What follows belongs to an exercise in optimizing a design on an open flow for small area, a short achievable clock period and few clock cycles; a production flow would make more cautious choices.
Where RTL was checked, it was by simulation tests only, not by an equivalence proof against the original.
Power figures rest on the tool's default switching activity, not on a simulated workload.

job 101:
==> flow/design.v <==
module Bin2BCD(
    input clk,
    input rst,
    input en,
    input [11:0] bin_d_in,
    output [15:0] bcd_d_out,
    output rdy
    );
    function [3:0] add3(input [3:0] d);
        case (d)
            4'd5: add3 = 4'd8;
            4'd6: add3 = 4'd9;
            4'd7: add3 = 4'd10;
            4'd8: add3 = 4'd11;
            4'd9: add3 = 4'd12;
            default: add3 = d;
        endcase
    endfunction
    reg [27:0] a;
    integer i;
    always @* begin
        a = {16'b0, bin_d_in};
        for (i = 0; i < 11; i = i + 1) begin
            a[15:12] = add3(a[15:12]);
            a[19:16] = add3(a[19:16]);
            a[23:20] = add3(a[23:20]);
            a[27:24] = add3(a[27:24]);
            a = a << 1;
        end
    end
    reg [14:0] mid_q;
    reg        rdy_q;
    always @(posedge clk) begin
        if (en) mid_q <= a[25:11];
        rdy_q <= en & ~rst;
    end
    reg [27:0] s;
    integer j;
    always @* begin
        s = 28'b0;
        s[25:11] = mid_q;
        for (j = 0; j < 1; j = j + 1) begin
            s[15:12] = add3(s[15:12]);
            s[19:16] = add3(s[19:16]);
            s[23:20] = add3(s[23:20]);
            s[27:24] = add3(s[27:24]);
            s = s << 1;
        end
    end
    assign bcd_d_out = s[27:12];
    assign rdy = rdy_q;
endmodule
make LEC_CHECK=0 ABC_AREA=1 CAP_MARGIN=20 CORE_MARGIN=2 CORE_UTILIZATION=40 SETUP_SLACK_MARGIN=0.5 SLEW_MARGIN=20 finish   # period 3.0 ns
run.sh (not shown) runs the stock make flow with config.mk's settings and CLKGATE_MAP_FILE= SYNTH_SCRIPT=/design/flow/synth_recipe.tcl, a recipe that flattens the netlist after the stock synthesis.
For job 102, these inputs were changed with respect to job 101:
diff --git a/flow/design.v b/flow/design.v
--- a/flow/design.v
+++ b/flow/design.v
@@ -20,7 +20,7 @@
     integer i;
     always @* begin
         a = {16'b0, bin_d_in};
-        for (i = 0; i < 11; i = i + 1) begin
+        for (i = 0; i < 10; i = i + 1) begin
             a[15:12] = add3(a[15:12]);
             a[19:16] = add3(a[19:16]);
             a[23:20] = add3(a[23:20]);
@@ -31,15 +31,15 @@
     reg [14:0] mid_q;
     reg        rdy_q;
     always @(posedge clk) begin
-        if (en) mid_q <= a[25:11];
+        if (en) mid_q <= a[24:10];
         rdy_q <= en & ~rst;
     end
     reg [27:0] s;
     integer j;
     always @* begin
         s = 28'b0;
-        s[25:11] = mid_q;
-        for (j = 0; j < 1; j = j + 1) begin
+        s[24:10] = mid_q;
+        for (j = 0; j < 2; j = j + 1) begin
             s[15:12] = add3(s[15:12]);
             s[19:16] = add3(s[19:16]);
             s[23:20] = add3(s[23:20]);
Notes after the runs:
- Summary of the comparison: final standard cell count with taps included and fillers excluded is higher in job 102, relative to job 101.
- Job 102 vs job 101, most common cell after layout, fill and taps aside: buf_4 vs nand2_1
- Per the comparison of job 102 with job 101, sequential-to-total area share from yosys stat decreased by 0.46 points relative to the old numbers; part of the total power dissipated in combinational logic went up; total clock network power has increased; synthesized netlist net count dropped 0.33%; post-synthesis simple-gate area fraction went down.
- Total power grows by more than 10% when moving from job 101 to job 102.
- Clock-buffer cell count: job 101 vs job 102 identical
- Looking at xor and xnor fraction of the mapped netlist area across job 101 and job 102, the one that comes out higher is job 102.
- Summary of the comparison: transition time at the pin with the least slew margin is higher in job 102, relative to job 101.
No run of this note included a check of the RTL's function; only the layout flow was run.

Bin2BCD, a different RTL version from the one above (not shown whole).
Size in the first run: about 15 flip-flops.
==> module Bin2BCD, before the edit <==
module Bin2BCD(
    input clk,
    input rst,
    input en,
    input [11:0] bin_d_in,
    output [15:0] bcd_d_out,
    output rdy
    );
    function [3:0] add3(input [3:0] d);
        case (d)
            4'd5: add3 = 4'd8;
            4'd6: add3 = 4'd9;
            4'd7: add3 = 4'd10;
            4'd8: add3 = 4'd11;
            4'd9: add3 = 4'd12;
            default: add3 = d;
        endcase
    endfunction
    reg [21:0] a;
    integer i;
    always @* begin
        a = {10'b0, bin_d_in};
        for (i = 0; i < 8; i = i + 1) begin
            a[15:12] = add3(a[15:12]);
            a[19:16] = add3(a[19:16]);
            a = a << 1;
        end
    end
    reg [13:0] mid_q;    
    reg        rdy_q;
    always @(posedge clk) begin
        if (en) mid_q <= a[21:8];
        rdy_q <= en & ~rst;
    end
    reg [27:0] s;
    integer j;
    always @* begin
        s = {6'b0, mid_q, 8'b0};
        for (j = 0; j < 4; j = j + 1) begin
            s[15:12] = add3(s[15:12]);
            s[19:16] = add3(s[19:16]);
            s[23:20] = add3(s[23:20]);
            s[27:24] = add3(s[27:24]);
            s = s << 1;
        end
    end
    assign bcd_d_out = s[27:12];
    assign rdy = rdy_q;
endmodule
Settings: LEC_CHECK=0, CAP_MARGIN=20, CORE_MARGIN=2, CORE_UTILIZATION=40, SLEW_MARGIN=20; clock period 3.0 ns.
The baseline produced a layout that fails on negative setup slack.
Edit:
==> flow/design.v (replaced) <==
module Bin2BCD(
    input clk,
    input rst,
    input en,
    input [11:0] bin_d_in,
    output [15:0] bcd_d_out,
    output rdy
    );
    function [3:0] add3(input [3:0] d);
        case (d)
            4'd5: add3 = 4'd8;
            4'd6: add3 = 4'd9;
            4'd7: add3 = 4'd10;
            4'd8: add3 = 4'd11;
            4'd9: add3 = 4'd12;
            default: add3 = d;
        endcase
    endfunction
    reg [27:0] s;
    integer i;
    always @* begin
        s = {16'b0, bin_d_in};
        for (i = 0; i < 12; i = i + 1) begin
            s[15:12] = add3(s[15:12]);
            s[19:16] = add3(s[19:16]);
            s[23:20] = add3(s[23:20]);
            s[27:24] = add3(s[27:24]);
            s = s << 1;
        end
    end
    reg [15:0] bcd_q;
    reg        rdy_q;
    always @(posedge clk) begin
        if (en) bcd_q <= s[27:12];
        rdy_q <= en & ~rst;
    end
    assign bcd_d_out = bcd_q;
    assign rdy = rdy_q;
endmodule
After rerunning:
- The new run completed and failed the layout checks on negative setup slack
- utilization went up by 10 points
- critical path depth rose by 6
- synthesized cell count decreases by 8.0%
- area after synthesis is lower by 2.0%
- routed wire length grows by 7.2%
- die area shrinks by 1.9%
- power goes up by 9.1%
- via count came out lower by 0.88%
No run of this note included a check of the RTL's function; only the layout flow was run.

## v6
Another version of the RTL of Bin2BCD (not shown whole).
For scale: roughly 290 cells after synthesis, roughly 32 I/O pins.
==> module Bin2BCD, before the edit <==
module Bin2BCD(
    input clk,
    input rst,
    input en,
    input [11:0] bin_d_in,
    output [15:0] bcd_d_out,
    output rdy
    );
    function [2:0] mod5(input [3:0] d);
        begin
            mod5[2] = (d[2] & ~d[1] & ~d[0]) | (d[3] & d[0]);
            mod5[1] = (d[1] & ~d[2]) | (d[1] & d[0]) | (d[3] & ~d[0]);
            mod5[0] = (~d[3] & ~d[2] & d[0]) | (d[2] & d[1] & ~d[0]) | (d[3] & ~d[0]);
        end
    endfunction
    function ge5(input [3:0] d);
        ge5 = d[3] | (d[2] & (d[1] | d[0]));
    endfunction
    wire [3:0] a0_0 = {3'd0, bin_d_in[11]};
    wire [3:0] a1_0 = {a0_0[2:0], bin_d_in[10]};
    wire [3:0] a2_0 = {a1_0[2:0], bin_d_in[9]};
    wire [3:0] a3_0 = {mod5(a2_0), bin_d_in[8]};
    wire [3:0] a3_1 = {3'd0, ge5(a2_0)};
    wire [3:0] a4_0 = {mod5(a3_0), bin_d_in[7]};
    wire [3:0] a4_1 = {a3_1[2:0], ge5(a3_0)};
    wire [3:0] a5_0 = {mod5(a4_0), bin_d_in[6]};
    wire [3:0] a5_1 = {a4_1[2:0], ge5(a4_0)};
    wire [3:0] a6_0 = {mod5(a5_0), bin_d_in[5]};
    wire [3:0] a6_1 = {mod5(a5_1), ge5(a5_0)};
    wire [3:0] a6_2 = {3'd0, ge5(a5_1)};
    wire [3:0] a7_0 = {mod5(a6_0), bin_d_in[4]};
    wire [3:0] a7_1 = {mod5(a6_1), ge5(a6_0)};
    wire [3:0] a7_2 = {a6_2[2:0], ge5(a6_1)};
    wire [3:0] a8_0 = {mod5(a7_0), bin_d_in[3]};
    wire [3:0] a8_1 = {mod5(a7_1), ge5(a7_0)};
    wire [3:0] a8_2 = {a7_2[2:0], ge5(a7_1)};
    reg [13:0] mid_q;
    reg        rdy_q;
    always @(posedge clk) begin
        if (en) mid_q <= {a8_2[2:0], a8_1[3:0], a8_0[3:0], bin_d_in[2:0]};
        rdy_q <= en & ~rst;
    end
    wire [3:0] m_2 = {1'b0, mid_q[13:11]};
    wire [3:0] m_1 = {mid_q[10:7]};
    wire [3:0] m_0 = {mid_q[6:3]};
    wire [3:0] b9_0 = {mod5(m_0), mid_q[2]};
    wire [3:0] b9_1 = {mod5(m_1), ge5(m_0)};
    wire [3:0] b9_2 = {mod5(m_2), ge5(m_1)};
    wire [3:0] b9_3 = {3'd0, ge5(m_2)};
    wire [3:0] b10_0 = {mod5(b9_0), mid_q[1]};
    wire [3:0] b10_1 = {mod5(b9_1), ge5(b9_0)};
    wire [3:0] b10_2 = {mod5(b9_2), ge5(b9_1)};
    wire [3:0] b10_3 = {b9_3[2:0], ge5(b9_2)};
    wire [3:0] b11_0 = {mod5(b10_0), mid_q[0]};
    wire [3:0] b11_1 = {mod5(b10_1), ge5(b10_0)};
    wire [3:0] b11_2 = {mod5(b10_2), ge5(b10_1)};
    wire [3:0] b11_3 = {b10_3[2:0], ge5(b10_2)};
    assign bcd_d_out = {b11_3, b11_2, b11_1, b11_0};
    assign rdy = rdy_q;
endmodule
==> flow/config.mk <==
export PLATFORM = sky130hd
export DESIGN_NAME = Bin2BCD
export DESIGN_NICKNAME = Bin2BCD
export VERILOG_FILES = /design/flow/design.v
export SDC_FILE = /design/flow/constraint.sdc
export NUM_CORES = 4
export LEC_CHECK = 0
export ABC_AREA = 1
export CAP_MARGIN = 20
export CORE_MARGIN = 2
export CORE_UTILIZATION = 40
export CTS_BUF_LIST = sky130_fd_sc_hd__clkbuf_4
export CTS_CLUSTER_DIAMETER = 100
export CTS_CLUSTER_SIZE = 30
export SETUP_SLACK_MARGIN = 0.3
export SLEW_MARGIN = 20
==> flow/constraint.sdc <==
create_clock -name core_clock -period 3.0 [get_ports {clk}]
set_input_delay 0.6000 -clock core_clock [delete_from_list [all_inputs] [get_ports {clk}]]
set_output_delay 0.6000 -clock core_clock [all_outputs]
set_load 0.01 [all_outputs]
standard.sh (not shown) runs the stock make flow with config.mk's settings and CLKGATE_MAP_FILE= SYNTH_SCRIPT=/design/flow/synth_recipe.tcl, a recipe that flattens the netlist after the stock synthesis.
==> flow/flow/run.sh <==
#!/bin/bash
set -euo pipefail
bash standard.sh synth > synth.log 2>&1
export BUFFER_PORTS_ARGS="-buffer_cell sky130_fd_sc_hd__buf_1"
export DONT_USE_CELLS="sky130_fd_sc_hd__clkdlybuf4s50_1 sky130_fd_sc_hd__clkdlybuf4s50_2 sky130_fd_sc_hd__clkdlybuf4s25_1 sky130_fd_sc_hd__clkdlybuf4s25_2 sky130_fd_sc_hd__clkdlybuf4s15_1 sky130_fd_sc_hd__clkdlybuf4s15_2 sky130_fd_sc_hd__clkdlybuf4s18_1 sky130_fd_sc_hd__clkdlybuf4s18_2 sky130_fd_sc_hd__dlymetal6s2s_1 sky130_fd_sc_hd__dlymetal6s4s_1 sky130_fd_sc_hd__dlymetal6s6s_1 sky130_fd_sc_hd__dlygate4sd1_1 sky130_fd_sc_hd__dlygate4sd2_1 sky130_fd_sc_hd__dlygate4sd3_1"
bash standard.sh > layout.log 2>&1
Testbench counts of v6, summed over its fixed seeds: cycles 4,096.
#### Input delta (v7 over v6)
--- a/flow/design.v
+++ b/flow/design.v
@@ -34,23 +34,24 @@
     wire [3:0] a8_0 = {mod5(a7_0), bin_d_in[3]};
     wire [3:0] a8_1 = {mod5(a7_1), ge5(a7_0)};
     wire [3:0] a8_2 = {a7_2[2:0], ge5(a7_1)};
-    reg [13:0] mid_q;
+    wire [3:0] a9_0 = {mod5(a8_0), bin_d_in[2]};
+    wire [3:0] a9_1 = {mod5(a8_1), ge5(a8_0)};
+    wire [3:0] a9_2 = {mod5(a8_2), ge5(a8_1)};
+    wire [3:0] a9_3 = {3'd0, ge5(a8_2)};
+    reg [14:0] mid_q;
     reg        rdy_q;
     always @(posedge clk) begin
-        if (en) mid_q <= {a8_2[2:0], a8_1[3:0], a8_0[3:0], bin_d_in[2:0]};
+        if (en) mid_q <= {a9_3[0:0], a9_2[3:0], a9_1[3:0], a9_0[3:0], bin_d_in[1:0]};
         rdy_q <= en & ~rst;
     end
-    wire [3:0] m_2 = {1'b0, mid_q[13:11]};
-    wire [3:0] m_1 = {mid_q[10:7]};
-    wire [3:0] m_0 = {mid_q[6:3]};
-    wire [3:0] b9_0 = {mod5(m_0), mid_q[2]};
-    wire [3:0] b9_1 = {mod5(m_1), ge5(m_0)};
-    wire [3:0] b9_2 = {mod5(m_2), ge5(m_1)};
-    wire [3:0] b9_3 = {3'd0, ge5(m_2)};
-    wire [3:0] b10_0 = {mod5(b9_0), mid_q[1]};
-    wire [3:0] b10_1 = {mod5(b9_1), ge5(b9_0)};
-    wire [3:0] b10_2 = {mod5(b9_2), ge5(b9_1)};
-    wire [3:0] b10_3 = {b9_3[2:0], ge5(b9_2)};
+    wire [3:0] m_3 = {3'b0, mid_q[14:14]};
+    wire [3:0] m_2 = {mid_q[13:10]};
+    wire [3:0] m_1 = {mid_q[9:6]};
+    wire [3:0] m_0 = {mid_q[5:2]};
+    wire [3:0] b10_0 = {mod5(m_0), mid_q[1]};
+    wire [3:0] b10_1 = {mod5(m_1), ge5(m_0)};
+    wire [3:0] b10_2 = {mod5(m_2), ge5(m_1)};
+    wire [3:0] b10_3 = {m_3[2:0], ge5(m_2)};
     wire [3:0] b11_0 = {mod5(b10_0), mid_q[0]};
     wire [3:0] b11_1 = {mod5(b10_1), ge5(b10_0)};
     wire [3:0] b11_2 = {mod5(b10_2), ge5(b10_1)};
--- outcome ---
Compared to v6, v7 has combinational power share 3.1 points lower. Total power draw: v7 < v6. v7 vs v6: die area up by a few percent. Register share of the cell area ends up higher on v7. v7 gives more row count than v6 did. The post-route worst setup slack in v7 was higher than what v6 gave. Area fraction in compound gates after synthesis ends up lower on v7. v7 against v6: minimum clock period went down; final instance area grew by 1.2%; cell area reported after detailed placement now larger.
Testbench counts of v7, summed over its fixed seeds: cycles 4,096.

-- static timing again, ports no longer ideal --
The flow's constraints put no driver on any port. The routed layouts listed below were extracted and timed again, unchanged, in two steps. Step 1: set_driving_cell puts a clkbuf_16 on clk and a buf_2 on each other input, an assumption about the parent block. Step 2, shift: input delay + t, output delay - t, t = (earliest + latest rising clock arrival at the registers) / 2. This alone moves slack from input paths to output paths. Slacks: ideal / step 1 / step 2; pairs: ideal / step 1.
run	t (ns)	setup slack, ns	worst data-port slew with drivers (ns)
job 101	0.267	0.131 / 0.119 / -0.147	0.04
job 102	0.268	0.372 / 0.364 / 0.096	0.06
the first run of note 2	0.269	-0.302 / -0.324 / -0.056	0.05
the second run of note 2	0.263	-0.605 / -0.620 / -0.882	0.05
v6	0.305	0.419 / 0.398 / 0.553	0.03
v7	0.289	0.593 / 0.591 / 0.302	0.03
Met with ideal ports but missed after step 2: setup timing in job 101. The setup slack of v7, which loses most, moves by -0.002 ns with the drivers and by -0.291 ns with both steps.
